Source: an optimization exercise on an open RTL-to-GDS flow (aim: small area and a short achievable clock period). Production flows keep margins and buffers that such runs may drop.
RTL that was checked went through simulation tests only; none was proved equivalent to the original.
No functional check of the RTL was part of runs 2 and 3.
Power figures rest on the tool's default switching activity, not on a simulated workload.

==> flow/design.v (outline; a module is shown in full before it is edited, if it fits) <==
// module SCPU: 988 lines
module SCPU(
    clk, rst_n, in_valid, instruction, MEM_out,
    busy, out_valid,
    out0, out1, out2, out3, out4, out5, out6, out7,
    out8, out9, out10, out11, out12, out13, out14, out15,
    WEN, ADDR, MEM_in
);
  // ...
==> flow/flow/run.sh <==
#!/bin/bash
# The standard layout (standard.sh, standard synthesis included), except that
# the input and output ports are buffered with plain buffers (buf_1) instead of
# the delay cells buffer_ports picks by default. The make output goes to
# standard.log; ORFS keeps each tool's own log under orfs/logs/.
set -euo pipefail
export BUFFER_PORTS_ARGS="-buffer_cell sky130_fd_sc_hd__buf_1"
bash standard.sh > standard.log 2>&1
==> flow/standard.sh <==
#!/bin/bash
# synth_recipe.tcl (not shown) runs the flow's synth.tcl, then flattens the netlist and writes it again
# the make line also repeats each setting of config.mk as NAME=value (left out here)
make -C /OpenROAD-flow-scripts/flow DESIGN_CONFIG=/design/flow/config.mk WORK_HOME=/design/flow/orfs CLKGATE_MAP_FILE= SYNTH_SCRIPT=/design/flow/synth_recipe.tcl "${@:-finish}"
==> flow/config.mk <==
export PLATFORM = sky130hd
export DESIGN_NAME = SCPU
export DESIGN_NICKNAME = SCPU
export VERILOG_FILES = /design/flow/design.v
export SDC_FILE = /design/flow/constraint.sdc
export NUM_CORES = 4
export LEC_CHECK = 0
export ABC_AREA = 1
export CAP_MARGIN = 20
export CORE_MARGIN = 2
export CORE_UTILIZATION = 40
export SETUP_SLACK_MARGIN = 4.0
export SLEW_MARGIN = 20
==> flow/constraint.sdc <==
create_clock -name core_clock -period 6.8 [get_ports {clk}]
set_input_delay 1.3600 -clock core_clock [delete_from_list [all_inputs] [get_ports {clk}]]
set_output_delay 1.3600 -clock core_clock [all_outputs]
set_load 0.01 [all_outputs]
==> notes.md, run 1 <==
EDFF count, synth=0; max-slew violation count=0; min-delay worst type=reg2reg; worst r2r src=l5[3]; Max-area cell class=multi-input gates; post-synthesis mux area share=less than 1%; Max transition margin=a little under a fifth; router iterations before antenna repair=8; antenna violations before repair=2; FFs & Latches=570; area of the multi-input gates=15690 um^2; Resize count post-CTS=77; row count=between 100 and 150; CTS buffer count=61; slowest CP cell=nand2_1; cts hold-fix bufs=0; post-synthesis cell area=~30000 um^2; Worst Max-Slew Pin Slew=between 1 and 1.5 ns; top routing layer in use=met5; M1 WL=55320 um; Critical Path, Cell by Cell=inv_2, nand3_2, nand2_1, o221ai_1; Setup Fix Bufs, Post-CTS=32; status=finished clean; CP Launch Type=flip-flop; Post-Layout Cell Count=4774; fin crit share=41.45%; WHS Path Cells=0; max incr delay on CP=0.75 ns; clk buf depth=3; busiest grt layer=met2; fin worst setup slack=~4 ns; buffer share of cell area=about 5.8%; Sequential Power=0.00588 W; clock buffers=89; top post-synthesis cells by count=nand2_1, inv_1, dfxtp_1, dfrtp_1, o221ai_1; most frequent cells in the layout=nand2_1, buf_1, inv_1; Main synth FF type=dfxtp_1; share of post-route cells with drive strength above 1=12.81%; Largest Register=i1
==> inputs of run 2 (changes only) <==
--- a/flow/design.v
+++ b/flow/design.v
@@ -464,16 +464,44 @@
 wire m_296 = m_251 ^ m_249 ^ m_252;
 wire m_297 = (m_251 & m_249) | (m_252 & (m_251 ^ m_249));
 wire m_298 = m_253 ^ m_254 ^ m_100;
 wire m_299 = (m_253 & m_254) | (m_100 & (m_253 ^ m_254));
 wire m_300 = m_255 ^ m_131 ^ m_116;
 wire m_301 = (m_255 & m_131) | (m_116 & (m_255 ^ m_131));
 wire m_302 = m_132 ^ m_117;
 wire m_303 = m_132 & m_117;
+wire m_304 = bneg3[1] ^ m_17;
+wire m_305 = bneg3[1] & m_17;
+wire m_306 = m_18 ^ m_3;
+wire m_307 = m_18 & m_3;
+wire m_308 = m_256 ^ m_19 ^ m_4;
+wire m_309 = (m_256 & m_19) | (m_4 & (m_256 ^ m_19));
+wire m_310 = m_257 ^ m_258 ^ m_5;
+wire m_311 = (m_257 & m_258) | (m_5 & (m_257 ^ m_258));
+wire m_312 = m_259 ^ m_260 ^ m_6;
+wire m_313 = (m_259 & m_260) | (m_6 & (m_259 ^ m_260));
+wire m_314 = m_261 ^ m_262 ^ m_7;
+wire m_315 = (m_261 & m_262) | (m_7 & (m_261 ^ m_262));
+wire m_316 = m_263 ^ m_264 ^ m_8;
+wire m_317 = (m_263 & m_264) | (m_8 & (m_263 ^ m_264));
+wire m_318 = m_265 ^ m_266 ^ m_192;
+wire m_319 = (m_265 & m_266) | (m_192 & (m_265 ^ m_266));
+wire m_320 = m_267 ^ m_268 ^ m_196;
+wire m_321 = (m_267 & m_268) | (m_196 & (m_267 ^ m_268));
+wire m_322 = m_297 ^ m_298 ^ 1'b1;
+wire m_323 = (m_297 & m_298) | (1'b1 & (m_297 ^ m_298));
+wire m_324 = m_299 ^ m_300 ^ m_101;
+wire m_325 = (m_299 & m_300) | (m_101 & (m_299 ^ m_300));
+wire m_326 = m_301 ^ m_302 ^ 1'b1;
+wire m_327 = (m_301 & m_302) | (1'b1 & (m_301 ^ m_302));
+wire m_328 = m_303 ^ m_133 ^ m_118;
+wire m_329 = (m_303 & m_133) | (m_118 & (m_303 ^ m_133));
+wire m_330 = m_134 ^ 1'b1;
+wire m_331 = m_134 & 1'b1;
 reg v4, wrd4, wrl4;
 reg mul4, ld4;
 reg [3:0] d4, l4;
 reg [15:0] alu4;
 always @(posedge clk or negedge rst_n)
     if (!rst_n) begin
         v4 <= 1'b0; wrd4 <= 1'b0; wrl4 <= 1'b0;
     end else begin
@@ -481,508 +509,438 @@
     end
 always @(posedge clk) begin
     mul4 <= mul3;
     ld4 <= ld3;
     d4 <= d3;
     l4 <= l3;
     alu4 <= alu3;
 end
-reg mq_0, mq_1, mq_2, mq_3, mq_4, mq_5, mq_6, mq_7, mq_8, mq_9, mq_10, mq_11, mq_12, mq_13, mq_14, mq_15, mq_16, mq_17, mq_18, mq_19, mq_20, mq_21, mq_22, mq_23, mq_24, mq_25, mq_26, mq_27, mq_28, mq_29, mq_30, mq_31, mq_32, mq_33, mq_34, mq_35, mq_36, mq_37, mq_38, mq_39, mq_40, mq_41, mq_42, mq_43, mq_44, mq_45, mq_46, mq_47, mq_48, mq_49, mq_50, mq_51, mq_52, mq_53, mq_54, mq_55, mq_56, mq_57, mq_58, mq_59, mq_60, mq_61, mq_62, mq_63, mq_64, mq_65, mq_66, mq_67, mq_68, mq_69, mq_70, mq_71, mq_72, mq_73, mq_74, mq_75, mq_76, mq_77, mq_78, mq_79, mq_80, mq_81, mq_82;
+reg mq_0, mq_1, mq_2, mq_3, mq_4, mq_5, mq_6, mq_7, mq_8, mq_9, mq_10, mq_11, mq_12, mq_13, mq_14, mq_15, mq_16, mq_17, mq_18, mq_19, mq_20, mq_21, mq_22, mq_23, mq_24, mq_25, mq_26, mq_27, mq_28, mq_29, mq_30, mq_31, mq_32, mq_33, mq_34, mq_35, mq_36, mq_37, mq_38, mq_39, mq_40, mq_41, mq_42, mq_43, mq_44, mq_45, mq_46, mq_47, mq_48, mq_49, mq_50, mq_51, mq_52, mq_53, mq_54, mq_55, mq_56, mq_57, mq_58, mq_59, mq_60, mq_61, mq_62, mq_63, mq_64, mq_65, mq_66, mq_67, mq_68, mq_69, mq_70, mq_71, mq_72, mq_73, mq_74;
 always @(posedge clk) begin
-    mq_0 <= m_0;
-    mq_1 <= bneg3[0];
-    mq_2 <= m_1;
-    mq_3 <= m_2;
-    mq_4 <= m_17;
-    mq_5 <= bneg3[1];
-    mq_6 <= m_3;
-    mq_7 <= m_18;
-    mq_8 <= m_4;
-    mq_9 <= m_19;
-    mq_10 <= m_256;
-    mq_11 <= m_5;
-    mq_12 <= m_258;
-    mq_13 <= m_257;
-    mq_14 <= m_6;
-    mq_15 <= m_260;
-    mq_16 <= m_259;
-    mq_17 <= m_7;
-    mq_18 <= m_262;
-    mq_19 <= m_261;
-    mq_20 <= m_8;
-    mq_21 <= m_264;
-    mq_22 <= m_263;
-    mq_23 <= m_192;
-    mq_24 <= m_266;
-    mq_25 <= m_265;
-    mq_26 <= m_196;
-    mq_27 <= m_268;
-    mq_28 <= m_267;
-    mq_29 <= m_200;
-    mq_30 <= m_270;
-    mq_31 <= m_269;
-    mq_32 <= m_204;
-    mq_33 <= m_272;
-    mq_34 <= m_271;
-    mq_35 <= m_208;
-    mq_36 <= m_274;
-    mq_37 <= m_273;
-    mq_38 <= m_212;
-    mq_39 <= m_276;
-    mq_40 <= m_275;
-    mq_41 <= m_216;
-    mq_42 <= m_278;
-    mq_43 <= m_277;
-    mq_44 <= m_220;
-    mq_45 <= m_280;
-    mq_46 <= m_279;
-    mq_47 <= m_224;
-    mq_48 <= m_282;
-    mq_49 <= m_281;
-    mq_50 <= m_228;
-    mq_51 <= m_284;
-    mq_52 <= m_283;
-    mq_53 <= m_232;
-    mq_54 <= m_286;
-    mq_55 <= m_285;
-    mq_56 <= m_236;
-    mq_57 <= m_288;
-    mq_58 <= m_287;
-    mq_59 <= m_240;
-    mq_60 <= m_290;
-    mq_61 <= m_289;
-    mq_62 <= m_244;
-    mq_63 <= m_292;
-    mq_64 <= m_291;
-    mq_65 <= m_248;
-    mq_66 <= m_294;
-    mq_67 <= m_293;
-    mq_68 <= m_84;
-    mq_69 <= m_296;
-    mq_70 <= m_295;
-    mq_71 <= m_298;
-    mq_72 <= m_297;
-    mq_73 <= m_101;
-    mq_74 <= m_300;
-    mq_75 <= m_299;
-    mq_76 <= m_302;
-    mq_77 <= m_301;
-    mq_78 <= m_118;
-    mq_79 <= m_133;
-    mq_80 <= m_303;
-    mq_81 <= m_134;
-    mq_82 <= m_135;
+    mq_0 <= m_269;
+    mq_1 <= m_270;
+    mq_2 <= m_200;
+    mq_3 <= m_271;
+    mq_4 <= m_272;
+    mq_5 <= m_204;
+    mq_6 <= m_273;
+    mq_7 <= m_274;
+    mq_8 <= m_208;
+    mq_9 <= m_275;
+    mq_10 <= m_276;
+    mq_11 <= m_212;
+    mq_12 <= m_277;
+    mq_13 <= m_278;
+    mq_14 <= m_216;
+    mq_15 <= m_279;
+    mq_16 <= m_280;
+    mq_17 <= m_220;
+    mq_18 <= m_281;
+    mq_19 <= m_282;
+    mq_20 <= m_224;
+    mq_21 <= m_283;
+    mq_22 <= m_284;
+    mq_23 <= m_228;
+    mq_24 <= m_285;
+    mq_25 <= m_286;
+    mq_26 <= m_232;
+    mq_27 <= m_287;
+    mq_28 <= m_288;
+    mq_29 <= m_236;
+    mq_30 <= m_289;
+    mq_31 <= m_290;
+    mq_32 <= m_240;
+    mq_33 <= m_291;
+    mq_34 <= m_292;
+    mq_35 <= m_244;
+    mq_36 <= m_293;
+    mq_37 <= m_294;
+    mq_38 <= m_248;
+    mq_39 <= m_295;
+    mq_40 <= m_296;
+    mq_41 <= m_84;
+    mq_42 <= m_0;
+    mq_43 <= bneg3[0];
+    mq_44 <= m_1;
+    mq_45 <= m_2;
+    mq_46 <= m_304;
+    mq_47 <= m_306;
+    mq_48 <= m_305;
+    mq_49 <= m_308;
+    mq_50 <= m_307;
+    mq_51 <= m_310;
+    mq_52 <= m_309;
+    mq_53 <= m_312;
+    mq_54 <= m_311;
+    mq_55 <= m_314;
+    mq_56 <= m_313;
+    mq_57 <= m_316;
+    mq_58 <= m_315;
+    mq_59 <= m_318;
+    mq_60 <= m_317;
+    mq_61 <= m_320;
+    mq_62 <= m_319;
+    mq_63 <= m_321;
+    mq_64 <= m_322;
+    mq_65 <= m_324;
+    mq_66 <= m_323;
+    mq_67 <= m_326;
+    mq_68 <= m_325;
+    mq_69 <= m_328;
+    mq_70 <= m_327;
+    mq_71 <= m_330;
+    mq_72 <= m_329;
+    mq_73 <= m_135;
+    mq_74 <= m_331;
 end
-wire n_0 = mq_5 ^ mq_4;
-wire n_1 = mq_5 & mq_4;
-wire n_2 = mq_7 ^ mq_6;
-wire n_3 = mq_7 & mq_6;
-wire n_4 = mq_10 ^ mq_9 ^ mq_8;
-wire n_5 = (mq_10 & mq_9) | (mq_8 & (mq_10 ^ mq_9));
-wire n_6 = mq_13 ^ mq_12 ^ mq_11;
-wire n_7 = (mq_13 & mq_12) | (mq_11 & (mq_13 ^ mq_12));
-wire n_8 = mq_16 ^ mq_15 ^ mq_14;
-wire n_9 = (mq_16 & mq_15) | (mq_14 & (mq_16 ^ mq_15));
-wire n_10 = mq_19 ^ mq_18 ^ mq_17;
-wire n_11 = (mq_19 & mq_18) | (mq_17 & (mq_19 ^ mq_18));
-wire n_12 = mq_22 ^ mq_21 ^ mq_20;
-wire n_13 = (mq_22 & mq_21) | (mq_20 & (mq_22 ^ mq_21));
-wire n_14 = mq_25 ^ mq_24 ^ mq_23;
-wire n_15 = (mq_25 & mq_24) | (mq_23 & (mq_25 ^ mq_24));
-wire n_16 = mq_28 ^ mq_27 ^ mq_26;
-wire n_17 = (mq_28 & mq_27) | (mq_26 & (mq_28 ^ mq_27));
-wire n_18 = mq_31 ^ mq_30 ^ mq_29;
-wire n_19 = (mq_31 & mq_30) | (mq_29 & (mq_31 ^ mq_30));
-wire n_20 = mq_34 ^ mq_33 ^ mq_32;
-wire n_21 = (mq_34 & mq_33) | (mq_32 & (mq_34 ^ mq_33));
-wire n_22 = mq_37 ^ mq_36 ^ mq_35;
-wire n_23 = (mq_37 & mq_36) | (mq_35 & (mq_37 ^ mq_36));
-wire n_24 = mq_40 ^ mq_39 ^ mq_38;
-wire n_25 = (mq_40 & mq_39) | (mq_38 & (mq_40 ^ mq_39));
-wire n_26 = mq_43 ^ mq_42 ^ mq_41;
-wire n_27 = (mq_43 & mq_42) | (mq_41 & (mq_43 ^ mq_42));
-wire n_28 = mq_46 ^ mq_45 ^ mq_44;
-wire n_29 = (mq_46 & mq_45) | (mq_44 & (mq_46 ^ mq_45));
-wire n_30 = mq_49 ^ mq_48 ^ mq_47;
-wire n_31 = (mq_49 & mq_48) | (mq_47 & (mq_49 ^ mq_48));
-wire n_32 = mq_52 ^ mq_51 ^ mq_50;
-wire n_33 = (mq_52 & mq_51) | (mq_50 & (mq_52 ^ mq_51));
-wire n_34 = mq_55 ^ mq_54 ^ mq_53;
-wire n_35 = (mq_55 & mq_54) | (mq_53 & (mq_55 ^ mq_54));
-wire n_36 = mq_58 ^ mq_57 ^ mq_56;
-wire n_37 = (mq_58 & mq_57) | (mq_56 & (mq_58 ^ mq_57));
-wire n_38 = mq_61 ^ mq_60 ^ mq_59;
-wire n_39 = (mq_61 & mq_60) | (mq_59 & (mq_61 ^ mq_60));
-wire n_40 = mq_64 ^ mq_63 ^ mq_62;
-wire n_41 = (mq_64 & mq_63) | (mq_62 & (mq_64 ^ mq_63));
-wire n_42 = mq_67 ^ mq_66 ^ mq_65;
-wire n_43 = (mq_67 & mq_66) | (mq_65 & (mq_67 ^ mq_66));
-wire n_44 = mq_70 ^ mq_69 ^ mq_68;
-wire n_45 = (mq_70 & mq_69) | (mq_68 & (mq_70 ^ mq_69));
-wire n_46 = mq_72 ^ mq_71 ^ 1'b1;
-wire n_47 = (mq_72 & mq_71) | (1'b1 & (mq_72 ^ mq_71));
-wire n_48 = mq_75 ^ mq_74 ^ mq_73;
-wire n_49 = (mq_75 & mq_74) | (mq_73 & (mq_75 ^ mq_74));
-wire n_50 = mq_77 ^ mq_76 ^ 1'b1;
-wire n_51 = (mq_77 & mq_76) | (1'b1 & (mq_77 ^ mq_76));
-wire n_52 = mq_80 ^ mq_79 ^ mq_78;
-wire n_53 = (mq_80 & mq_79) | (mq_78 & (mq_80 ^ mq_79));
-wire n_54 = mq_81 ^ 1'b1;
-wire n_55 = mq_81 & 1'b1;
-wire n_56 = mq_0 ^ mq_1;
-wire n_57 = mq_2 ^ 1'b0;
-wire n_58 = mq_3 ^ n_0;
-wire n_59 = n_2 ^ n_1;
-wire n_60 = n_4 ^ n_3;
-wire n_61 = n_6 ^ n_5;
-wire n_62 = n_8 ^ n_7;
-wire n_63 = n_10 ^ n_9;
-wire n_64 = n_12 ^ n_11;
-wire n_65 = n_14 ^ n_13;
-wire n_66 = n_16 ^ n_15;
-wire n_67 = n_18 ^ n_17;
-wire n_68 = n_20 ^ n_19;
-wire n_69 = n_22 ^ n_21;
-wire n_70 = n_24 ^ n_23;
-wire n_71 = n_26 ^ n_25;
-wire n_72 = n_28 ^ n_27;
-wire n_73 = n_30 ^ n_29;
-wire n_74 = n_32 ^ n_31;
-wire n_75 = n_34 ^ n_33;
-wire n_76 = n_36 ^ n_35;
-wire n_77 = n_38 ^ n_37;
-wire n_78 = n_40 ^ n_39;
-wire n_79 = n_42 ^ n_41;
-wire n_80 = n_44 ^ n_43;
-wire n_81 = n_46 ^ n_45;
-wire n_82 = n_48 ^ n_47;
-wire n_83 = n_50 ^ n_49;
-wire n_84 = n_52 ^ n_51;
-wire n_85 = n_54 ^ n_53;
-wire n_86 = mq_82 ^ n_55;
-wire n_87 = 1'b1 ^ 1'b0;
-wire n_88 = mq_0 & mq_1;
-wire n_89 = mq_2 & 1'b0;
-wire n_90 = mq_3 & n_0;
-wire n_91 = n_2 & n_1;
-wire n_92 = n_4 & n_3;
-wire n_93 = n_6 & n_5;
-wire n_94 = n_8 & n_7;
-wire n_95 = n_10 & n_9;
-wire n_96 = n_12 & n_11;
-wire n_97 = n_14 & n_13;
-wire n_98 = n_16 & n_15;
-wire n_99 = n_18 & n_17;
-wire n_100 = n_20 & n_19;
-wire n_101 = n_22 & n_21;
-wire n_102 = n_24 & n_23;
-wire n_103 = n_26 & n_25;
-wire n_104 = n_28 & n_27;
-wire n_105 = n_30 & n_29;
-wire n_106 = n_32 & n_31;
-wire n_107 = n_34 & n_33;
-wire n_108 = n_36 & n_35;
-wire n_109 = n_38 & n_37;
-wire n_110 = n_40 & n_39;
-wire n_111 = n_42 & n_41;
-wire n_112 = n_44 & n_43;
-wire n_113 = n_46 & n_45;
-wire n_114 = n_48 & n_47;
-wire n_115 = n_50 & n_49;
-wire n_116 = n_52 & n_51;
-wire n_117 = n_54 & n_53;
-wire n_118 = mq_82 & n_55;
-wire n_119 = 1'b1 & 1'b0;
+wire n_0 = mq_0 ^ mq_1 ^ mq_2;
+wire n_1 = (mq_0 & mq_1) | (mq_2 & (mq_0 ^ mq_1));
+wire n_2 = mq_3 ^ mq_4 ^ mq_5;
+wire n_3 = (mq_3 & mq_4) | (mq_5 & (mq_3 ^ mq_4));
+wire n_4 = mq_6 ^ mq_7 ^ mq_8;
+wire n_5 = (mq_6 & mq_7) | (mq_8 & (mq_6 ^ mq_7));
+wire n_6 = mq_9 ^ mq_10 ^ mq_11;
+wire n_7 = (mq_9 & mq_10) | (mq_11 & (mq_9 ^ mq_10));
+wire n_8 = mq_12 ^ mq_13 ^ mq_14;
+wire n_9 = (mq_12 & mq_13) | (mq_14 & (mq_12 ^ mq_13));
+wire n_10 = mq_15 ^ mq_16 ^ mq_17;
+wire n_11 = (mq_15 & mq_16) | (mq_17 & (mq_15 ^ mq_16));
+wire n_12 = mq_18 ^ mq_19 ^ mq_20;
+wire n_13 = (mq_18 & mq_19) | (mq_20 & (mq_18 ^ mq_19));
+wire n_14 = mq_21 ^ mq_22 ^ mq_23;
+wire n_15 = (mq_21 & mq_22) | (mq_23 & (mq_21 ^ mq_22));
+wire n_16 = mq_24 ^ mq_25 ^ mq_26;
+wire n_17 = (mq_24 & mq_25) | (mq_26 & (mq_24 ^ mq_25));
+wire n_18 = mq_27 ^ mq_28 ^ mq_29;
+wire n_19 = (mq_27 & mq_28) | (mq_29 & (mq_27 ^ mq_28));
+wire n_20 = mq_30 ^ mq_31 ^ mq_32;
+wire n_21 = (mq_30 & mq_31) | (mq_32 & (mq_30 ^ mq_31));
+wire n_22 = mq_33 ^ mq_34 ^ mq_35;
+wire n_23 = (mq_33 & mq_34) | (mq_35 & (mq_33 ^ mq_34));
+wire n_24 = mq_36 ^ mq_37 ^ mq_38;
+wire n_25 = (mq_36 & mq_37) | (mq_38 & (mq_36 ^ mq_37));
+wire n_26 = mq_39 ^ mq_40 ^ mq_41;
+wire n_27 = (mq_39 & mq_40) | (mq_41 & (mq_39 ^ mq_40));
+wire n_28 = mq_42 ^ mq_43;
+wire n_29 = mq_44 ^ 1'b0;
+wire n_30 = mq_45 ^ mq_46;
+wire n_31 = mq_47 ^ mq_48;
+wire n_32 = mq_49 ^ mq_50;
+wire n_33 = mq_51 ^ mq_52;
+wire n_34 = mq_53 ^ mq_54;
+wire n_35 = mq_55 ^ mq_56;
+wire n_36 = mq_57 ^ mq_58;
+wire n_37 = mq_59 ^ mq_60;
+wire n_38 = mq_61 ^ mq_62;
+wire n_39 = n_0 ^ mq_63;
+wire n_40 = n_2 ^ n_1;
+wire n_41 = n_4 ^ n_3;
+wire n_42 = n_6 ^ n_5;
+wire n_43 = n_8 ^ n_7;
+wire n_44 = n_10 ^ n_9;
+wire n_45 = n_12 ^ n_11;
+wire n_46 = n_14 ^ n_13;
+wire n_47 = n_16 ^ n_15;
+wire n_48 = n_18 ^ n_17;
+wire n_49 = n_20 ^ n_19;
+wire n_50 = n_22 ^ n_21;
+wire n_51 = n_24 ^ n_23;
+wire n_52 = n_26 ^ n_25;
+wire n_53 = mq_64 ^ n_27;
+wire n_54 = mq_65 ^ mq_66;
+wire n_55 = mq_67 ^ mq_68;
+wire n_56 = mq_69 ^ mq_70;
+wire n_57 = mq_71 ^ mq_72;
+wire n_58 = mq_73 ^ mq_74;
+wire n_59 = 1'b1 ^ 1'b0;
+wire n_60 = mq_42 & mq_43;
+wire n_61 = mq_44 & 1'b0;
+wire n_62 = mq_45 & mq_46;
+wire n_63 = mq_47 & mq_48;
+wire n_64 = mq_49 & mq_50;
+wire n_65 = mq_51 & mq_52;
+wire n_66 = mq_53 & mq_54;
+wire n_67 = mq_55 & mq_56;
+wire n_68 = mq_57 & mq_58;
+wire n_69 = mq_59 & mq_60;
+wire n_70 = mq_61 & mq_62;
+wire n_71 = n_0 & mq_63;
+wire n_72 = n_2 & n_1;
+wire n_73 = n_4 & n_3;
+wire n_74 = n_6 & n_5;
+wire n_75 = n_8 & n_7;
+wire n_76 = n_10 & n_9;
+wire n_77 = n_12 & n_11;
+wire n_78 = n_14 & n_13;
+wire n_79 = n_16 & n_15;
+wire n_80 = n_18 & n_17;
+wire n_81 = n_20 & n_19;
+wire n_82 = n_22 & n_21;
+wire n_83 = n_24 & n_23;
+wire n_84 = n_26 & n_25;
+wire n_85 = mq_64 & n_27;
+wire n_86 = mq_65 & mq_66;
+wire n_87 = mq_67 & mq_68;
+wire n_88 = mq_69 & mq_70;
+wire n_89 = mq_71 & mq_72;
+wire n_90 = mq_73 & mq_74;
+wire n_91 = 1'b1 & 1'b0;
+wire n_92 = n_61 | (n_29 & n_60);
+wire n_93 = n_29 & n_28;
+wire n_94 = n_63 | (n_31 & n_62);
+wire n_95 = n_31 & n_30;
+wire n_96 = n_65 | (n_33 & n_64);
+wire n_97 = n_33 & n_32;
+wire n_98 = n_67 | (n_35 & n_66);
+wire n_99 = n_35 & n_34;
+wire n_100 = n_69 | (n_37 & n_68);
+wire n_101 = n_37 & n_36;
+wire n_102 = n_71 | (n_39 & n_70);
+wire n_103 = n_39 & n_38;
+wire n_104 = n_73 | (n_41 & n_72);
+wire n_105 = n_41 & n_40;
+wire n_106 = n_75 | (n_43 & n_74);
+wire n_107 = n_43 & n_42;
+wire n_108 = n_77 | (n_45 & n_76);
+wire n_109 = n_45 & n_44;
+wire n_110 = n_79 | (n_47 & n_78);
+wire n_111 = n_47 & n_46;
+wire n_112 = n_81 | (n_49 & n_80);
+wire n_113 = n_49 & n_48;
+wire n_114 = n_83 | (n_51 & n_82);
+wire n_115 = n_51 & n_50;
+wire n_116 = n_85 | (n_53 & n_84);
+wire n_117 = n_53 & n_52;
+wire n_118 = n_87 | (n_55 & n_86);
+wire n_119 = n_55 & n_54;
 wire n_120 = n_89 | (n_57 & n_88);
 wire n_121 = n_57 & n_56;
 wire n_122 = n_91 | (n_59 & n_90);
 wire n_123 = n_59 & n_58;
-wire n_124 = n_93 | (n_61 & n_92);
-wire n_125 = n_61 & n_60;
-wire n_126 = n_95 | (n_63 & n_94);
-wire n_127 = n_63 & n_62;
-wire n_128 = n_97 | (n_65 & n_96);
-wire n_129 = n_65 & n_64;
-wire n_130 = n_99 | (n_67 & n_98);
-wire n_131 = n_67 & n_66;
-wire n_132 = n_101 | (n_69 & n_100);
-wire n_133 = n_69 & n_68;
-wire n_134 = n_103 | (n_71 & n_102);
-wire n_135 = n_71 & n_70;
-wire n_136 = n_105 | (n_73 & n_104);
-wire n_137 = n_73 & n_72;
-wire n_138 = n_107 | (n_75 & n_106);
-wire n_139 = n_75 & n_74;
-wire n_140 = n_109 | (n_77 & n_108);
-wire n_141 = n_77 & n_76;
-wire n_142 = n_111 | (n_79 & n_110);
-wire n_143 = n_79 & n_78;
-wire n_144 = n_113 | (n_81 & n_112);
-wire n_145 = n_81 & n_80;
-wire n_146 = n_115 | (n_83 & n_114);
-wire n_147 = n_83 & n_82;
-wire n_148 = n_117 | (n_85 & n_116);
-wire n_149 = n_85 & n_84;
-wire n_150 = n_119 | (n_87 & n_118);
-wire n_151 = n_87 & n_86;
+wire n_124 = n_62 | (n_30 & n_92);
+wire n_125 = n_30 & n_93;
+wire n_126 = n_94 | (n_95 & n_92);
+wire n_127 = n_95 & n_93;
+wire n_128 = n_66 | (n_34 & n_96);
+wire n_129 = n_34 & n_97;
+wire n_130 = n_98 | (n_99 & n_96);
+wire n_131 = n_99 & n_97;
+wire n_132 = n_70 | (n_38 & n_100);
+wire n_133 = n_38 & n_101;
+wire n_134 = n_102 | (n_103 & n_100);
+wire n_135 = n_103 & n_101;
+wire n_136 = n_74 | (n_42 & n_104);
+wire n_137 = n_42 & n_105;
+wire n_138 = n_106 | (n_107 & n_104);
+wire n_139 = n_107 & n_105;
+wire n_140 = n_78 | (n_46 & n_108);
+wire n_141 = n_46 & n_109;
+wire n_142 = n_110 | (n_111 & n_108);
+wire n_143 = n_111 & n_109;
+wire n_144 = n_82 | (n_50 & n_112);
+wire n_145 = n_50 & n_113;
+wire n_146 = n_114 | (n_115 & n_112);
+wire n_147 = n_115 & n_113;
+wire n_148 = n_86 | (n_54 & n_116);
+wire n_149 = n_54 & n_117;
+wire n_150 = n_118 | (n_119 & n_116);
+wire n_151 = n_119 & n_117;
 wire n_152 = n_90 | (n_58 & n_120);
 wire n_153 = n_58 & n_121;
 wire n_154 = n_122 | (n_123 & n_120);
 wire n_155 = n_123 & n_121;
-wire n_156 = n_94 | (n_62 & n_124);
-wire n_157 = n_62 & n_125;
-wire n_158 = n_126 | (n_127 & n_124);
-wire n_159 = n_127 & n_125;
-wire n_160 = n_98 | (n_66 & n_128);
-wire n_161 = n_66 & n_129;
-wire n_162 = n_130 | (n_131 & n_128);
-wire n_163 = n_131 & n_129;
-wire n_164 = n_102 | (n_70 & n_132);
-wire n_165 = n_70 & n_133;
-wire n_166 = n_134 | (n_135 & n_132);
-wire n_167 = n_135 & n_133;
-wire n_168 = n_106 | (n_74 & n_136);
-wire n_169 = n_74 & n_137;
-wire n_170 = n_138 | (n_139 & n_136);
-wire n_171 = n_139 & n_137;
-wire n_172 = n_110 | (n_78 & n_140);
-wire n_173 = n_78 & n_141;
-wire n_174 = n_142 | (n_143 & n_140);
-wire n_175 = n_143 & n_141;
-wire n_176 = n_114 | (n_82 & n_144);
-wire n_177 = n_82 & n_145;
-wire n_178 = n_146 | (n_147 & n_144);
-wire n_179 = n_147 & n_145;
-wire n_180 = n_118 | (n_86 & n_148);
-wire n_181 = n_86 & n_149;
-wire n_182 = n_150 | (n_151 & n_148);
-wire n_183 = n_151 & n_149;
-wire n_184 = n_92 | (n_60 & n_154);
-wire n_185 = n_60 & n_155;
-wire n_186 = n_124 | (n_125 & n_154);
-wire n_187 = n_125 & n_155;
-wire n_188 = n_156 | (n_157 & n_154);
-wire n_189 = n_157 & n_155;
-wire n_190 = n_158 | (n_159 & n_154);
-wire n_191 = n_159 & n_155;
-wire n_192 = n_100 | (n_68 & n_162);
-wire n_193 = n_68 & n_163;
-wire n_194 = n_132 | (n_133 & n_162);
-wire n_195 = n_133 & n_163;
+wire n_156 = n_64 | (n_32 & n_126);
+wire n_157 = n_32 & n_127;
+wire n_158 = n_96 | (n_97 & n_126);
+wire n_159 = n_97 & n_127;
+wire n_160 = n_128 | (n_129 & n_126);
+wire n_161 = n_129 & n_127;
+wire n_162 = n_130 | (n_131 & n_126);
+wire n_163 = n_131 & n_127;
+wire n_164 = n_72 | (n_40 & n_134);
+wire n_165 = n_40 & n_135;
+wire n_166 = n_104 | (n_105 & n_134);
+wire n_167 = n_105 & n_135;
+wire n_168 = n_136 | (n_137 & n_134);
+wire n_169 = n_137 & n_135;
+wire n_170 = n_138 | (n_139 & n_134);
+wire n_171 = n_139 & n_135;
+wire n_172 = n_80 | (n_48 & n_142);
+wire n_173 = n_48 & n_143;
+wire n_174 = n_112 | (n_113 & n_142);
+wire n_175 = n_113 & n_143;
+wire n_176 = n_144 | (n_145 & n_142);
+wire n_177 = n_145 & n_143;
+wire n_178 = n_146 | (n_147 & n_142);
+wire n_179 = n_147 & n_143;
+wire n_180 = n_88 | (n_56 & n_150);
+wire n_181 = n_56 & n_151;
+wire n_182 = n_120 | (n_121 & n_150);
+wire n_183 = n_121 & n_151;
+wire n_184 = n_152 | (n_153 & n_150);
+wire n_185 = n_153 & n_151;
+wire n_186 = n_154 | (n_155 & n_150);
+wire n_187 = n_155 & n_151;
+wire n_188 = n_68 | (n_36 & n_162);
+wire n_189 = n_36 & n_163;
+wire n_190 = n_100 | (n_101 & n_162);
+wire n_191 = n_101 & n_163;
+wire n_192 = n_132 | (n_133 & n_162);
+wire n_193 = n_133 & n_163;
+wire n_194 = n_134 | (n_135 & n_162);
+wire n_195 = n_135 & n_163;
 wire n_196 = n_164 | (n_165 & n_162);
 wire n_197 = n_165 & n_163;
 wire n_198 = n_166 | (n_167 & n_162);
 wire n_199 = n_167 & n_163;
-wire n_200 = n_108 | (n_76 & n_170);
-wire n_201 = n_76 & n_171;
-wire n_202 = n_140 | (n_141 & n_170);
-wire n_203 = n_141 & n_171;
-wire n_204 = n_172 | (n_173 & n_170);
-wire n_205 = n_173 & n_171;
-wire n_206 = n_174 | (n_175 & n_170);
-wire n_207 = n_175 & n_171;
-wire n_208 = n_116 | (n_84 & n_178);
-wire n_209 = n_84 & n_179;
-wire n_210 = n_148 | (n_149 & n_178);
-wire n_211 = n_149 & n_179;
+wire n_200 = n_168 | (n_169 & n_162);
+wire n_201 = n_169 & n_163;
+wire n_202 = n_170 | (n_171 & n_162);
+wire n_203 = n_171 & n_163;
+wire n_204 = n_84 | (n_52 & n_178);
+wire n_205 = n_52 & n_179;
+wire n_206 = n_116 | (n_117 & n_178);
+wire n_207 = n_117 & n_179;
+wire n_208 = n_148 | (n_149 & n_178);
+wire n_209 = n_149 & n_179;
+wire n_210 = n_150 | (n_151 & n_178);
+wire n_211 = n_151 & n_179;
 wire n_212 = n_180 | (n_181 & n_178);
 wire n_213 = n_181 & n_179;
 wire n_214 = n_182 | (n_183 & n_178);
 wire n_215 = n_183 & n_179;
-wire n_216 = n_96 | (n_64 & n_190);
-wire n_217 = n_64 & n_191;
-wire n_218 = n_128 | (n_129 & n_190);
-wire n_219 = n_129 & n_191;
-wire n_220 = n_160 | (n_161 & n_190);
-wire n_221 = n_161 & n_191;
-wire n_222 = n_162 | (n_163 & n_190);
-wire n_223 = n_163 & n_191;
-wire n_224 = n_192 | (n_193 & n_190);
-wire n_225 = n_193 & n_191;
-wire n_226 = n_194 | (n_195 & n_190);
-wire n_227 = n_195 & n_191;
-wire n_228 = n_196 | (n_197 & n_190);
-wire n_229 = n_197 & n_191;
-wire n_230 = n_198 | (n_199 & n_190);
-wire n_231 = n_199 & n_191;
-wire n_232 = n_112 | (n_80 & n_206);
-wire n_233 = n_80 & n_207;
-wire n_234 = n_144 | (n_145 & n_206);
-wire n_235 = n_145 & n_207;
-wire n_236 = n_176 | (n_177 & n_206);
-wire n_237 = n_177 & n_207;
-wire n_238 = n_178 | (n_179 & n_206);
-wire n_239 = n_179 & n_207;
-wire n_240 = n_208 | (n_209 & n_206);
-wire n_241 = n_209 & n_207;
-wire n_242 = n_210 | (n_211 & n_206);
-wire n_243 = n_211 & n_207;
-wire n_244 = n_212 | (n_213 & n_206);
-wire n_245 = n_213 & n_207;
-wire n_246 = n_214 | (n_215 & n_206);
-wire n_247 = n_215 & n_207;
-wire n_248 = n_104 | (n_72 & n_230);
-wire n_249 = n_72 & n_231;
-wire n_250 = n_136 | (n_137 & n_230);
-wire n_251 = n_137 & n_231;
-wire n_252 = n_168 | (n_169 & n_230);
-wire n_253 = n_169 & n_231;
-wire n_254 = n_170 | (n_171 & n_230);
-wire n_255 = n_171 & n_231;
-wire n_256 = n_200 | (n_201 & n_230);
-wire n_257 = n_201 & n_231;
-wire n_258 = n_202 | (n_203 & n_230);
-wire n_259 = n_203 & n_231;
-wire n_260 = n_204 | (n_205 & n_230);
-wire n_261 = n_205 & n_231;
-wire n_262 = n_206 | (n_207 & n_230);
-wire n_263 = n_207 & n_231;
-wire n_264 = n_232 | (n_233 & n_230);
-wire n_265 = n_233 & n_231;
-wire n_266 = n_234 | (n_235 & n_230);
-wire n_267 = n_235 & n_231;
-wire n_268 = n_236 | (n_237 & n_230);
-wire n_269 = n_237 & n_231;
-wire n_270 = n_238 | (n_239 & n_230);
-wire n_271 = n_239 & n_231;
-wire n_272 = n_240 | (n_241 & n_230);
-wire n_273 = n_241 & n_231;
-wire n_274 = n_242 | (n_243 & n_230);
-wire n_275 = n_243 & n_231;
-wire n_276 = n_244 | (n_245 & n_230);
-wire n_277 = n_245 & n_231;
-wire n_278 = n_246 | (n_247 & n_230);
-wire n_279 = n_247 & n_231;
-wire n_280 = n_57 ^ n_88;
-wire n_281 = n_58 ^ n_120;
-wire n_282 = n_59 ^ n_152;
-wire n_283 = n_60 ^ n_154;
-wire n_284 = n_61 ^ n_184;
-wire n_285 = n_62 ^ n_186;
-wire n_286 = n_63 ^ n_188;
-wire n_287 = n_64 ^ n_190;
-wire n_288 = n_65 ^ n_216;
-wire n_289 = n_66 ^ n_218;
-wire n_290 = n_67 ^ n_220;
-wire n_291 = n_68 ^ n_222;
-wire n_292 = n_69 ^ n_224;
-wire n_293 = n_70 ^ n_226;
-wire n_294 = n_71 ^ n_228;
-wire n_295 = n_72 ^ n_230;
-wire n_296 = n_73 ^ n_248;
-wire n_297 = n_74 ^ n_250;
-wire n_298 = n_75 ^ n_252;
-wire n_299 = n_76 ^ n_254;
-wire n_300 = n_77 ^ n_256;
-wire n_301 = n_78 ^ n_258;
-wire n_302 = n_79 ^ n_260;
-wire n_303 = n_80 ^ n_262;
-wire n_304 = n_81 ^ n_264;
-wire n_305 = n_82 ^ n_266;
-wire n_306 = n_83 ^ n_268;
-wire n_307 = n_84 ^ n_270;
-wire n_308 = n_85 ^ n_272;
-wire n_309 = n_86 ^ n_274;
-wire n_310 = n_87 ^ n_276;
-wire [31:0] prod4 = {n_310, n_309, n_308, n_307, n_306, n_305, n_304, n_303, n_302, n_301, n_300, n_299, n_298, n_297, n_296, n_295, n_294, n_293, n_292, n_291, n_290, n_289, n_288, n_287, n_286, n_285, n_284, n_283, n_282, n_281, n_280, n_56};
+wire n_216 = n_184 | (n_185 & n_178);
+wire n_217 = n_185 & n_179;
+wire n_218 = n_186 | (n_187 & n_178);
+wire n_219 = n_187 & n_179;
+wire n_220 = n_76 | (n_44 & n_202);
+wire n_221 = n_44 & n_203;
+wire n_222 = n_108 | (n_109 & n_202);
+wire n_223 = n_109 & n_203;
+wire n_224 = n_140 | (n_141 & n_202);
+wire n_225 = n_141 & n_203;
+wire n_226 = n_142 | (n_143 & n_202);
+wire n_227 = n_143 & n_203;
+wire n_228 = n_172 | (n_173 & n_202);
+wire n_229 = n_173 & n_203;
+wire n_230 = n_174 | (n_175 & n_202);
+wire n_231 = n_175 & n_203;
+wire n_232 = n_176 | (n_177 & n_202);
+wire n_233 = n_177 & n_203;
+wire n_234 = n_178 | (n_179 & n_202);
+wire n_235 = n_179 & n_203;
+wire n_236 = n_204 | (n_205 & n_202);
+wire n_237 = n_205 & n_203;
+wire n_238 = n_206 | (n_207 & n_202);
+wire n_239 = n_207 & n_203;
+wire n_240 = n_208 | (n_209 & n_202);
+wire n_241 = n_209 & n_203;
+wire n_242 = n_210 | (n_211 & n_202);
+wire n_243 = n_211 & n_203;
+wire n_244 = n_212 | (n_213 & n_202);
+wire n_245 = n_213 & n_203;
+wire n_246 = n_214 | (n_215 & n_202);
+wire n_247 = n_215 & n_203;
+wire n_248 = n_216 | (n_217 & n_202);
+wire n_249 = n_217 & n_203;
+wire n_250 = n_218 | (n_219 & n_202);
+wire n_251 = n_219 & n_203;
+wire n_252 = n_29 ^ n_60;
+wire n_253 = n_30 ^ n_92;
+wire n_254 = n_31 ^ n_124;
+wire n_255 = n_32 ^ n_126;
+wire n_256 = n_33 ^ n_156;
+wire n_257 = n_34 ^ n_158;
+wire n_258 = n_35 ^ n_160;
+wire n_259 = n_36 ^ n_162;
+wire n_260 = n_37 ^ n_188;
+wire n_261 = n_38 ^ n_190;
+wire n_262 = n_39 ^ n_192;
+wire n_263 = n_40 ^ n_194;
+wire n_264 = n_41 ^ n_196;
+wire n_265 = n_42 ^ n_198;
+wire n_266 = n_43 ^ n_200;
+wire n_267 = n_44 ^ n_202;
+wire n_268 = n_45 ^ n_220;
+wire n_269 = n_46 ^ n_222;
+wire n_270 = n_47 ^ n_224;
+wire n_271 = n_48 ^ n_226;
+wire n_272 = n_49 ^ n_228;
+wire n_273 = n_50 ^ n_230;
+wire n_274 = n_51 ^ n_232;
+wire n_275 = n_52 ^ n_234;
+wire n_276 = n_53 ^ n_236;
+wire n_277 = n_54 ^ n_238;
+wire n_278 = n_55 ^ n_240;
+wire n_279 = n_56 ^ n_242;
+wire n_280 = n_57 ^ n_244;
+wire n_281 = n_58 ^ n_246;
+wire n_282 = n_59 ^ n_248;
+wire [31:0] prod4 = {n_282, n_281, n_280, n_279, n_278, n_277, n_276, n_275, n_274, n_273, n_272, n_271, n_270, n_269, n_268, n_267, n_266, n_265, n_264, n_263, n_262, n_261, n_260, n_259, n_258, n_257, n_256, n_255, n_254, n_253, n_252, n_28};
 wire [15:0] resd_n = ld4 ? MEM_out : (mul4 ? prod4[31:16] : alu4);
 wire [15:0] resl_n = mul4 ? prod4[15:0] : {15'd0, ~alu4[0]};
-reg v5, wrd5, wrl5;
-reg [3:0] d5, l5;
+reg v5;
+reg [15:0] wl5, wd5;
 reg [15:0] resd5, resl5;
 always @(posedge clk or negedge rst_n)
     if (!rst_n) begin
-        v5 <= 1'b0; wrd5 <= 1'b0; wrl5 <= 1'b0;
+        v5 <= 1'b0; wl5 <= 16'd0; wd5 <= 16'd0;
     end else begin
-        v5 <= v4; wrd5 <= wrd4; wrl5 <= wrl4;
+        v5 <= v4;
+        wl5 <= {15'd0, wrl4} << l4;
+        wd5 <= ({15'd0, wrd4} << d4) & ~({15'd0, wrl4} << l4);
     end
 always @(posedge clk) begin
-    d5 <= d4;
-    l5 <= l4;
     resd5 <= resd_n;
     resl5 <= resl_n;
 end
 always @(posedge clk or negedge rst_n)
     if (!rst_n) out_valid <= 1'b0; else out_valid <= v5;
-wire [15:0] l5_oh = {15'd0, wrl5} << l5;
-wire [15:0] d5_oh = {15'd0, wrd5} << d5;
-wire wl_0 = l5_oh[0];
-wire wd_0 = d5_oh[0] & ~l5_oh[0];
 always @(posedge clk or negedge rst_n)
     if (!rst_n) out0 <= 16'd0;
-    else out0 <= ({16{wl_0}} & resl5) | ({16{wd_0}} & resd5) | ({16{~(wl_0 | wd_0)}} & out0);
-wire wl_1 = l5_oh[1];
-wire wd_1 = d5_oh[1] & ~l5_oh[1];
+    else out0 <= ({16{wl5[0]}} & resl5) | ({16{wd5[0]}} & resd5) | ({16{~(wl5[0] | wd5[0])}} & out0);
 always @(posedge clk or negedge rst_n)
     if (!rst_n) out1 <= 16'd0;
-    else out1 <= ({16{wl_1}} & resl5) | ({16{wd_1}} & resd5) | ({16{~(wl_1 | wd_1)}} & out1);
-wire wl_2 = l5_oh[2];
-wire wd_2 = d5_oh[2] & ~l5_oh[2];
+    else out1 <= ({16{wl5[1]}} & resl5) | ({16{wd5[1]}} & resd5) | ({16{~(wl5[1] | wd5[1])}} & out1);
 always @(posedge clk or negedge rst_n)
     if (!rst_n) out2 <= 16'd0;
-    else out2 <= ({16{wl_2}} & resl5) | ({16{wd_2}} & resd5) | ({16{~(wl_2 | wd_2)}} & out2);
-wire wl_3 = l5_oh[3];
-wire wd_3 = d5_oh[3] & ~l5_oh[3];
+    else out2 <= ({16{wl5[2]}} & resl5) | ({16{wd5[2]}} & resd5) | ({16{~(wl5[2] | wd5[2])}} & out2);
 always @(posedge clk or negedge rst_n)
     if (!rst_n) out3 <= 16'd0;
-    else out3 <= ({16{wl_3}} & resl5) | ({16{wd_3}} & resd5) | ({16{~(wl_3 | wd_3)}} & out3);
-wire wl_4 = l5_oh[4];
-wire wd_4 = d5_oh[4] & ~l5_oh[4];
+    else out3 <= ({16{wl5[3]}} & resl5) | ({16{wd5[3]}} & resd5) | ({16{~(wl5[3] | wd5[3])}} & out3);
 always @(posedge clk or negedge rst_n)
     if (!rst_n) out4 <= 16'd0;
-    else out4 <= ({16{wl_4}} & resl5) | ({16{wd_4}} & resd5) | ({16{~(wl_4 | wd_4)}} & out4);
-wire wl_5 = l5_oh[5];
-wire wd_5 = d5_oh[5] & ~l5_oh[5];
+    else out4 <= ({16{wl5[4]}} & resl5) | ({16{wd5[4]}} & resd5) | ({16{~(wl5[4] | wd5[4])}} & out4);
 always @(posedge clk or negedge rst_n)
     if (!rst_n) out5 <= 16'd0;
-    else out5 <= ({16{wl_5}} & resl5) | ({16{wd_5}} & resd5) | ({16{~(wl_5 | wd_5)}} & out5);
-wire wl_6 = l5_oh[6];
-wire wd_6 = d5_oh[6] & ~l5_oh[6];
+    else out5 <= ({16{wl5[5]}} & resl5) | ({16{wd5[5]}} & resd5) | ({16{~(wl5[5] | wd5[5])}} & out5);
 always @(posedge clk or negedge rst_n)
     if (!rst_n) out6 <= 16'd0;
-    else out6 <= ({16{wl_6}} & resl5) | ({16{wd_6}} & resd5) | ({16{~(wl_6 | wd_6)}} & out6);
-wire wl_7 = l5_oh[7];
-wire wd_7 = d5_oh[7] & ~l5_oh[7];
+    else out6 <= ({16{wl5[6]}} & resl5) | ({16{wd5[6]}} & resd5) | ({16{~(wl5[6] | wd5[6])}} & out6);
 always @(posedge clk or negedge rst_n)
     if (!rst_n) out7 <= 16'd0;
-    else out7 <= ({16{wl_7}} & resl5) | ({16{wd_7}} & resd5) | ({16{~(wl_7 | wd_7)}} & out7);
-wire wl_8 = l5_oh[8];
-wire wd_8 = d5_oh[8] & ~l5_oh[8];
+    else out7 <= ({16{wl5[7]}} & resl5) | ({16{wd5[7]}} & resd5) | ({16{~(wl5[7] | wd5[7])}} & out7);
 always @(posedge clk or negedge rst_n)
     if (!rst_n) out8 <= 16'd0;
-    else out8 <= ({16{wl_8}} & resl5) | ({16{wd_8}} & resd5) | ({16{~(wl_8 | wd_8)}} & out8);
-wire wl_9 = l5_oh[9];
-wire wd_9 = d5_oh[9] & ~l5_oh[9];
+    else out8 <= ({16{wl5[8]}} & resl5) | ({16{wd5[8]}} & resd5) | ({16{~(wl5[8] | wd5[8])}} & out8);
 always @(posedge clk or negedge rst_n)
     if (!rst_n) out9 <= 16'd0;
-    else out9 <= ({16{wl_9}} & resl5) | ({16{wd_9}} & resd5) | ({16{~(wl_9 | wd_9)}} & out9);
-wire wl_10 = l5_oh[10];
-wire wd_10 = d5_oh[10] & ~l5_oh[10];
+    else out9 <= ({16{wl5[9]}} & resl5) | ({16{wd5[9]}} & resd5) | ({16{~(wl5[9] | wd5[9])}} & out9);
 always @(posedge clk or negedge rst_n)
     if (!rst_n) out10 <= 16'd0;
-    else out10 <= ({16{wl_10}} & resl5) | ({16{wd_10}} & resd5) | ({16{~(wl_10 | wd_10)}} & out10);
-wire wl_11 = l5_oh[11];
-wire wd_11 = d5_oh[11] & ~l5_oh[11];
+    else out10 <= ({16{wl5[10]}} & resl5) | ({16{wd5[10]}} & resd5) | ({16{~(wl5[10] | wd5[10])}} & out10);
 always @(posedge clk or negedge rst_n)
     if (!rst_n) out11 <= 16'd0;
-    else out11 <= ({16{wl_11}} & resl5) | ({16{wd_11}} & resd5) | ({16{~(wl_11 | wd_11)}} & out11);
-wire wl_12 = l5_oh[12];
-wire wd_12 = d5_oh[12] & ~l5_oh[12];
+    else out11 <= ({16{wl5[11]}} & resl5) | ({16{wd5[11]}} & resd5) | ({16{~(wl5[11] | wd5[11])}} & out11);
 always @(posedge clk or negedge rst_n)
     if (!rst_n) out12 <= 16'd0;
-    else out12 <= ({16{wl_12}} & resl5) | ({16{wd_12}} & resd5) | ({16{~(wl_12 | wd_12)}} & out12);
-wire wl_13 = l5_oh[13];
-wire wd_13 = d5_oh[13] & ~l5_oh[13];
+    else out12 <= ({16{wl5[12]}} & resl5) | ({16{wd5[12]}} & resd5) | ({16{~(wl5[12] | wd5[12])}} & out12);
 always @(posedge clk or negedge rst_n)
     if (!rst_n) out13 <= 16'd0;
-    else out13 <= ({16{wl_13}} & resl5) | ({16{wd_13}} & resd5) | ({16{~(wl_13 | wd_13)}} & out13);
-wire wl_14 = l5_oh[14];
-wire wd_14 = d5_oh[14] & ~l5_oh[14];
+    else out13 <= ({16{wl5[13]}} & resl5) | ({16{wd5[13]}} & resd5) | ({16{~(wl5[13] | wd5[13])}} & out13);
 always @(posedge clk or negedge rst_n)
     if (!rst_n) out14 <= 16'd0;
-    else out14 <= ({16{wl_14}} & resl5) | ({16{wd_14}} & resd5) | ({16{~(wl_14 | wd_14)}} & out14);
-wire wl_15 = l5_oh[15];
-wire wd_15 = d5_oh[15] & ~l5_oh[15];
+    else out14 <= ({16{wl5[14]}} & resl5) | ({16{wd5[14]}} & resd5) | ({16{~(wl5[14] | wd5[14])}} & out14);
 always @(posedge clk or negedge rst_n)
     if (!rst_n) out15 <= 16'd0;
-    else out15 <= ({16{wl_15}} & resl5) | ({16{wd_15}} & resd5) | ({16{~(wl_15 | wd_15)}} & out15);
+    else out15 <= ({16{wl5[15]}} & resl5) | ({16{wd5[15]}} & resd5) | ({16{~(wl5[15] | wd5[15])}} & out15);
 endmodule
--- a/flow/config.mk
+++ b/flow/config.mk
@@ -4,10 +4,12 @@
 export VERILOG_FILES = /design/flow/design.v
 export SDC_FILE = /design/flow/constraint.sdc
 export NUM_CORES = 4
 export LEC_CHECK = 0
 export ABC_AREA = 1
 export CAP_MARGIN = 20
 export CORE_MARGIN = 2
 export CORE_UTILIZATION = 40
+export CTS_CLUSTER_DIAMETER = 100
+export CTS_CLUSTER_SIZE = 16
 export SETUP_SLACK_MARGIN = 4.0
 export SLEW_MARGIN = 20
==> notes.md, run 2 <==
antenna violations before repair=4 (was 2); Worst-path clk slew=0.07 ns (was 0.06 ns); grt ovf=0 (unchanged); syn_area_per_cell=8.735 um^2 (was 8.787 um^2); cts hold-fix bufs=0 (unchanged); DRC Markers=0 (unchanged); most frequent cells in the layout=nand2_1, o21ai_0, inv_1, buf_1, dfrtp_1 (was nand2_1, buf_1, inv_1); first-pass GRT wire length=201200 um (was 199000 um); status=finished clean (unchanged); Layout area overhead=13.69% (was 16.66%); Final Hold Fails=0 (unchanged); Clock Latency Late Sink=0.63 ns (was 0.66 ns); Core Box Area=75570 um^2 (unchanged); Max transition margin=18.47% (was 19.12%); routed len/inst=30.35 um (was 29.59 um); area leader, netlist=dfrtp_1 (unchanged); drt first-iter violations=4157 (was 4074); CTS H-tree depth=2 (unchanged); delay-heaviest family, CP=simple AND/OR/NAND/NOR gates (unchanged); Largest Register=i1 (unchanged); post-synth top area share=24.54% (was 22.09%); PortBufs=324 (unchanged); Post-DRT Antenna Nets=0 (unchanged); Critical Path, Cell by Cell=nand2_1, nand3_1, a221oi_1, nand3_2, ha_1, nand2_1, a21oi_1, a211oi_2, nand2_4, nand2_2, nor2_1, nand2_1, nand2_1, nand2_1 (was inv_2, nand3_2, nand2_1, o221ai_1); commonest non-fill, non-tap cell in the layout=nand2_1 (unchanged); CP Launch Type=flip-flop (unchanged); row count=101 (unchanged); FMAX=345.8 MHz (was 354.7 MHz); clk sinks=584 (was 570); Reg2Reg Depth=14 (was 4); post-synthesis cell area=30390 um^2 (was 30360 um^2); Worst EP required=7.29 ns (was 7.31 ns); clk buf depth=3 (unchanged); crit-path most repeated cell=nand2_1; Main synth FF type=dfrtp_1 (was dfxtp_1); CTS root buf=clkbuf_16 (unchanged); number of fill cells=7485 (was 7302); HPWL Detailed=108400 um (was 105100 um); Die Ht=279.6 um (was 279.5 um); Setup TNS=0 ns (unchanged); max incr delay on CP=0.50 ns (was 0.75 ns); Finished Core Util=45.72% (was 46.87%); MaxCap Viol Count=0 (unchanged); Crit. End Element=flip-flop (unchanged); WL final=145100 um (was 141300 um); top-count cell post-synth=nand2_1 (unchanged); Placer Congestion=1.016 (was 1.012); largest net degree at the start of global routing=167 (was 123); top post-synthesis cells by count=nand2_1, inv_1, o21ai_0, dfrtp_1, dfxtp_1 (was nand2_1, inv_1, dfxtp_1, dfrtp_1, o221ai_1); # IOs=326 (unchanged); CP Max Fanout=16 (was 18); net count reported at finish=4003 (was 3976); syn nets=3711 (was 3688); die area=78200 um^2 (was 78120 um^2); EDFF count, synth=0 (unchanged); Die Wd=279.6 um (was 279.5 um); Starting Density=40.21% (was 40.18%); post-synthesis sequential element count=584 (was 570); sequential area share after synthesis=43.40% (was 42.02%); Syn Inst Count=3479 (was 3455); CP startpoint=rs_oh2[11] (was l5[3]); max reg flops=19 (unchanged); top cells by area, synth=dfrtp_1, dfxtp_1, nand2_1 (unchanged); leak pwr=15.34 nW (was 15.65 nW); Synth cell types=59 (was 60); fraction of registers with async set/reset=51.20% (was 47.19%); clk_skew=0.03752 ns (was 0.04353 ns); CTS buffer count=43 (was 61); max-slew violation count=0 (unchanged); number of global-route vias before repair=26898 (was 27117); RSZ-0062 raised after global routing=yes (unchanged); CTS tree=built (unchanged); pwr/cell area=442.3 nW/um^2 (was 473.9 nW/um^2); worst r2r src=rs_oh2[11] (was l5[3]); Vias/cell=6.078 (was 6.092); Max IR drop VDD=0.2398 mV (was 0.2223 mV); Synthesis Warnings=1 (unchanged); WHS Path Cells=0 (unchanged); min-delay worst type=reg2reg (unchanged); router iterations before antenna repair=6 (was 8); min Tclk post-route=2.892 ns (was 2.819 ns); share of post-route cells with drive strength above 1=9.211% (was 12.81%); routed vias=29047 (was 29082); CP Class=reg2reg (unchanged); GRT Overall Usage=35.91% (was 35.22%); Hold Path Origin=i1[6] (was d4[2]); Final setup viols=0 (unchanged); Worst Max-Slew Pin Slew=1.221 ns (was 1.213 ns); WP data arrival=3.38 ns (was 3.33 ns); Worst path depth=14 (was 4); Worst Path Buf+Inv=0 (was 1); fin crit share=42.53% (was 41.45%); slowest CP cell=dfxtp_2 (was nand2_1)
run 2: changes by cell type after synthesis, moves of 17 or more:
cell	change
inv_2	-33
a22oi_1	+256
nor2_1	+26
clkbuf_1	+18
dfrtp_1	+30
nand2_1	-277
o21ai_0	+247
o221ai_2	-58
inv_1	+35
nor3_1	+19
o221ai_1	-197
a221oi_1	-17
run 2: timing repair:
action | 4_1_cts | 5_1_grt
buffers inserted | 39 | 42
endpoints found under the hold margin | 0 | 0
pin swaps | 7 | 15
resized for setup | 81 | 73
cloned | 0 | 6
setup endpoints to repair | 40 | 34
run 2: report_power, final:
part / switching [W] / internal (W) / leakage, nW
clock network: 0.00136 / 0.00120 / 0.595
logic: 0.00426 / 0.00245 / 8.36
registers: 0.00161 / 0.00440 / 6.39
run 2: layout make-up:
| type | count | area [um^2] | area share [%] |
|---|---|---|---|
| Multi-Input combinational cell | 2324 | 15110 | 43.74 |
| Timing Repair Buffer | 445 | 2155 | 6.236 |
| Inverter | 367 | 1505 | 4.356 |
| Antenna cell | 1 | 2.502 | 0.007243 |
| Tap cell | 978 | 1224 | 3.542 |
| Timing Repair inverter | 6 | 32.53 | 0.09416 |
| Clock inverter | 6 | 82.58 | 0.2390 |
| Clock buffer | 68 | 1170 | 3.386 |
| Sequential cell | 584 | 13270 | 38.40 |
run 2: worst paths after layout:
path	end	slack (ns)
max	ADDR[12]	3.91
min	imm2[6]	0.33
max reg2reg	ADDR[12]	3.91
min reg2reg	imm2[6]	0.33
max in group asynchronous	out7[12]	4.61
min in group asynchronous	wd5[4]	0.74
run 2: kinds of logic after synthesis:
| kind of cell | synth area share (%) |
|---|---|
| and+or+nand+nor | 14.50 |
| AOI/OAI and AO/OA | 19.18 |
| buffers and inverters | 7.682 |
| adders and majority gates | 10.19 |
| other | 0.01234 |
| muxes | 0.1976 |
| xor gates and xnor gates | 4.842 |
| DFF | 43.40 |
run 2: stage by stage:
stage / cell area (um^2) / setup WS [ns] / hold WS [ns] / power, W / instances
after floorplan: 30390 / 4.062 / 0.3096 / 0.009318 / 3479
final: 34550 / 3.908 / 0.3284 / 0.01528 / 4779
after global placement: 32210 / 3.559 / 0.3099 / 0.01196 / 4617
after detailed placement: 32210 / 3.511 / 0.3121 / 0.01203 / 4617
after global routing: 34550 / 3.891 / 0.3316 / 0.01617 / 4778
after CTS: 33970 / 3.955 / 0.3286 / 0.01483 / 4730
run 2: routing by layer:
| layer | global-route usage (%) | part of all wire, % |
|---|---|---|
| met1 | 46.99 | 39 |
| met2 | 54.17 | 43 |
| met5 | 0 | 0.019 |
| met4 | 19.39 | 6.9 |
| met3 | 9.533 | 12 |
==> inputs of run 3 (changes only) <==
--- a/flow/config.mk
+++ b/flow/config.mk
@@ -11,5 +11,5 @@
 export CORE_UTILIZATION = 40
 export CTS_CLUSTER_DIAMETER = 100
 export CTS_CLUSTER_SIZE = 16
-export SETUP_SLACK_MARGIN = 4.0
+export SETUP_SLACK_MARGIN = 4.1
 export SLEW_MARGIN = 20
==> notes.md, run 3 <==
drt first-iter violations=4212 (was 4157); Worst Max-Slew Pin Slew=1.269 ns (was 1.221 ns); clk sinks=584 (unchanged); WHS Path Cells=0 (unchanged); share of power burned in registers=38.6% (was 39.3%); CP Launch Type=flip-flop (unchanged); leak pwr=15.60 nW (was 15.34 nW); clk_skew=0.04996 ns (was 0.03752 ns); routed vias=29204 (was 29047); post-synthesis cell area=30390 um^2 (unchanged); Worst-path clk slew=0.08 ns (was 0.07 ns); largest net degree at the start of global routing=114 (was 167); routed len/inst=29.88 um (was 30.35 um); router iterations before antenna repair=6 (unchanged); row count=101 (unchanged); CTS buffer count=44 (was 43); Vias/cell=6.078 (about the same); pwr/cell area=442.7 nW/um^2 (was 442.3 nW/um^2); WP data arrival=3.22 ns (was 3.38 ns); Synth cell types=59 (unchanged); Clock Latency Late Sink=0.63 ns (about the same); Comb pwr share=44.9% (was 43.9%); top post-synthesis cells by count=nand2_1, inv_1, o21ai_0, dfrtp_1, dfxtp_1 (unchanged); fraction of registers with async set/reset=51.20% (unchanged); fin crit share=40.25% (was 42.53%); Switch Pwr=0.007328 W (was 0.007229 W); post-synthesis sequential element count=584 (unchanged); top-count cell post-synth=nand2_1 (unchanged); syn nets=3711 (unchanged); min Tclk post-route=2.737 ns (was 2.892 ns); most frequent cells in the layout=nand2_1, o21ai_0, inv_1 (was nand2_1, o21ai_0, inv_1, buf_1, dfrtp_1); Layout area overhead=16.32% (was 13.69%); antenna violations before repair=4 (unchanged); Final Hold Fails=0 (unchanged); syn_area_per_cell=8.735 um^2 (unchanged); CTS root buf=clkbuf_16 (unchanged); Finished Core Util=46.78% (was 45.72%); Synthesis Warnings=1 (unchanged); Max transition margin=15.32% (was 18.47%); MaxCap Viol Count=0 (unchanged); Worst EP required=7.28 ns (was 7.29 ns); Syn Inst Count=3479 (unchanged); number of fill cells=7433 (was 7485); Starting Density=40.21% (unchanged); Main synth FF type=dfrtp_1 (unchanged); first-pass GRT wire length=200700 um (was 201200 um); commonest non-fill, non-tap cell in the layout=nand2_1 (unchanged); Core Box Area=75570 um^2 (unchanged); share of post-route cells with drive strength above 1=13.74% (was 9.211%); worst r2r src=btwo3[5] (was rs_oh2[11]); number of global-route vias before repair=27258 (was 26898); sw frac=46.83% (was 47.30%); Setup TNS=0 ns (unchanged); clock power share=16.6% (was 16.7%); net count reported at finish=4023 (was 4003); min-delay worst type=reg2reg (unchanged); max-slew violation count=0 (unchanged); RSZ-0062 raised after global routing=yes (unchanged); GRT Overall Usage=35.71% (was 35.91%); Die Ht=279.6 um (unchanged); Max IR drop VDD=0.2238 mV (was 0.2398 mV); FMAX=365.3 MHz (was 345.8 MHz); EDFF count, synth=0 (unchanged); CTS tree=built (unchanged); P_int=0.008321 W (was 0.008055 W); die area=78200 um^2 (unchanged); CTS H-tree depth=2 (unchanged); CP Max Fanout=5 (was 16); CP startpoint=btwo3[5] (was rs_oh2[11]); status=finished clean (unchanged); Hold Path Origin=i1[18] (was i1[6]); DRC Markers=0 (unchanged); Die Wd=279.6 um (unchanged); PortBufs=324 (unchanged); sequential area share after synthesis=43.40% (unchanged); WL final=143600 um (was 145100 um); Worst R2R Setup Slack=4.06 ns (was 3.91 ns); Crit. End Element=flip-flop (unchanged); HPWL Detailed=107500 um (was 108400 um); grt ovf=0 (unchanged); area leader, netlist=dfrtp_1 (unchanged); Largest Register=i1 (unchanged); CP Class=reg2reg (unchanged); top cells by area, synth=dfrtp_1, dfxtp_1, nand2_1 (unchanged); # IOs=326 (unchanged); Reg2Reg Depth=7 (was 14); Post-DRT Antenna Nets=0 (unchanged); post-synth top area share=24.54% (unchanged); Placer Congestion=1.016 (about the same); worst reg2reg path endpoint=mq_13 (was ADDR[12]); Final setup viols=0 (unchanged); Worst Hold Endpoint=op2[2] (was imm2[6]); clk buf depth=3 (unchanged); max reg flops=19 (unchanged)
[run 3: cell counts after synthesis]
No cell type changed its count.
[run 3: final cells by class]
class                   count  area (um^2)  share of cell area, %
flip-flops and latches    584        13370                  37.83
multi-input cells        2324        15480                  43.80
clock buffers              70         1241                  3.511
well taps                 978         1224                  3.462
repair inverters            3        20.02                0.05663
inverters                 367         1529                  4.325
repair buffers            467         2405                  6.803
diodes                      5        12.51                0.03540
clock inverters             7        63.81                 0.1805
[run 3: kinds of logic after synthesis]
family | Yosys count | synth area share, %
xor+xnor | 168 | 4.842
buf+inv | 571 | 7.682
mux | 4 | 0.1976
fa+ha+maj | 194 | 10.19
flops | 584 | 43.40
simple gates | 1044 | 14.50
compound gates | 913 | 19.18
other cells | 1 | 0.01234
[run 3: critical path, stage by stage, from the launching register on]
cell and delay, ns:
dfxtp_4 0.40, clkinvlp_4 0.23, o22ai_1 0.25, xor2_1 0.12, fa_1 0.56, inv_1 0.06
fa_1 0.51, fa_1 0.48
[run 3: through the flow]
stage / total power, W / worst slack, ns / instances / hold slack (ns) / instance area [um^2]
2_1_floorplan: 0.009320 / 4.092 / 3479 / 0.3096 / 30400
3_3_place_gp: 0.01195 / 3.607 / 4611 / 0.3100 / 32160
3_5_place_dp: 0.01202 / 3.447 / 4611 / 0.3120 / 32160
4_1_cts: 0.01512 / 4.035 / 4763 / 0.3273 / 34530
5_1_grt: 0.01656 / 3.996 / 4800 / 0.3360 / 35340
6_report: 0.01565 / 4.063 / 4805 / 0.3228 / 35350
[run 3: worst max-delay path by stage]
stage	endpoint	slack, ns	cells after the start
floorplan	mq_19	4.09	8
global placement	ADDR[12]	3.61	14
detailed placement	ADDR[12]	3.45	14
CTS	ADDR[12]	4.04	16
global route	mq_7	4.00	7
finish	mq_13	4.06	7
[run 3: what timing repair did]
| action | 4_1_cts | 5_1_grt |
|---|---|---|
| gates cloned | 3 | 0 |
| setup endpoints to repair | 114 | 82 |
| gates resized for setup | 188 | 142 |
| buffers inserted | 72 | 37 |
| pin swaps | 18 | 57 |
| hold buffers | 0 | 0 |
[run 3: routing by layer]
| layer | wire [um] | share of wire (%) | track usage (%) | vias up |
|---|---|---|---|---|
| met1 | 54160 | 38 | 45.50 | 14189 |
| met2 | 62530 | 44 | 54.32 | 2050 |
| met5 | 29 | 0.020 | 0.2502 | - |
| met4 | 10290 | 7.2 | 20.33 | 4 |
| li1 | - | - | - | 12461 |
| met3 | 16560 | 12 | 10.16 | 500 |
[run 3: power groups by stage]
stage | logic (W) | clock network [W] | registers (W)
floorplan | 0.00402 | 0 | 0.00530
global placement | 0.00604 | 0 | 0.00591
detailed placement | 0.00613 | 0 | 0.00589
CTS | 0.00660 | 0.00262 | 0.00590
global route | 0.00777 | 0.00275 | 0.00604
finish | 0.00702 | 0.00259 | 0.00603

port drivers added, routing unchanged:
No port has a modelled driver above. Below, the same layouts with a new extraction and two added sets of constraints. Step 1: set_driving_cell puts a clkbuf_16 on clk and a buf_2 on each other input, an assumption about the parent block. Step 2 moves the port delays by t, midway between the first and last clock arrival at a register: inputs arrive t later, outputs are due t later. That takes back most of the time a late clock gives input paths. Three values: no drivers, after step 1, after step 2; two values: the first two.
| run | t, ns | setup slack, ns | worst hold slack (ns) | worst slew at a driven data input, ns | pins driven straight from the clock port |
|---|---|---|---|---|---|
| run 1 | 0.702 | 3.981 / 3.919 / 3.981 | 0.317 / 0.317 / 0.317 | 0.07 | 1 |
| run 2 | 0.683 | 3.908 / 3.908 / 3.908 | 0.328 / 0.328 / 0.328 | 0.04 | 1 |
| run 3 | 0.684 | 4.063 / 4.002 / 4.049 | 0.323 / 0.323 / 0.323 | 0.05 | 1 |
After both steps every run listed still meets setup and hold. The setup slack of run 3, which loses most, moves by -0.061 ns with the drivers and by -0.014 ns with both steps. Setup slack includes reset recovery checks.
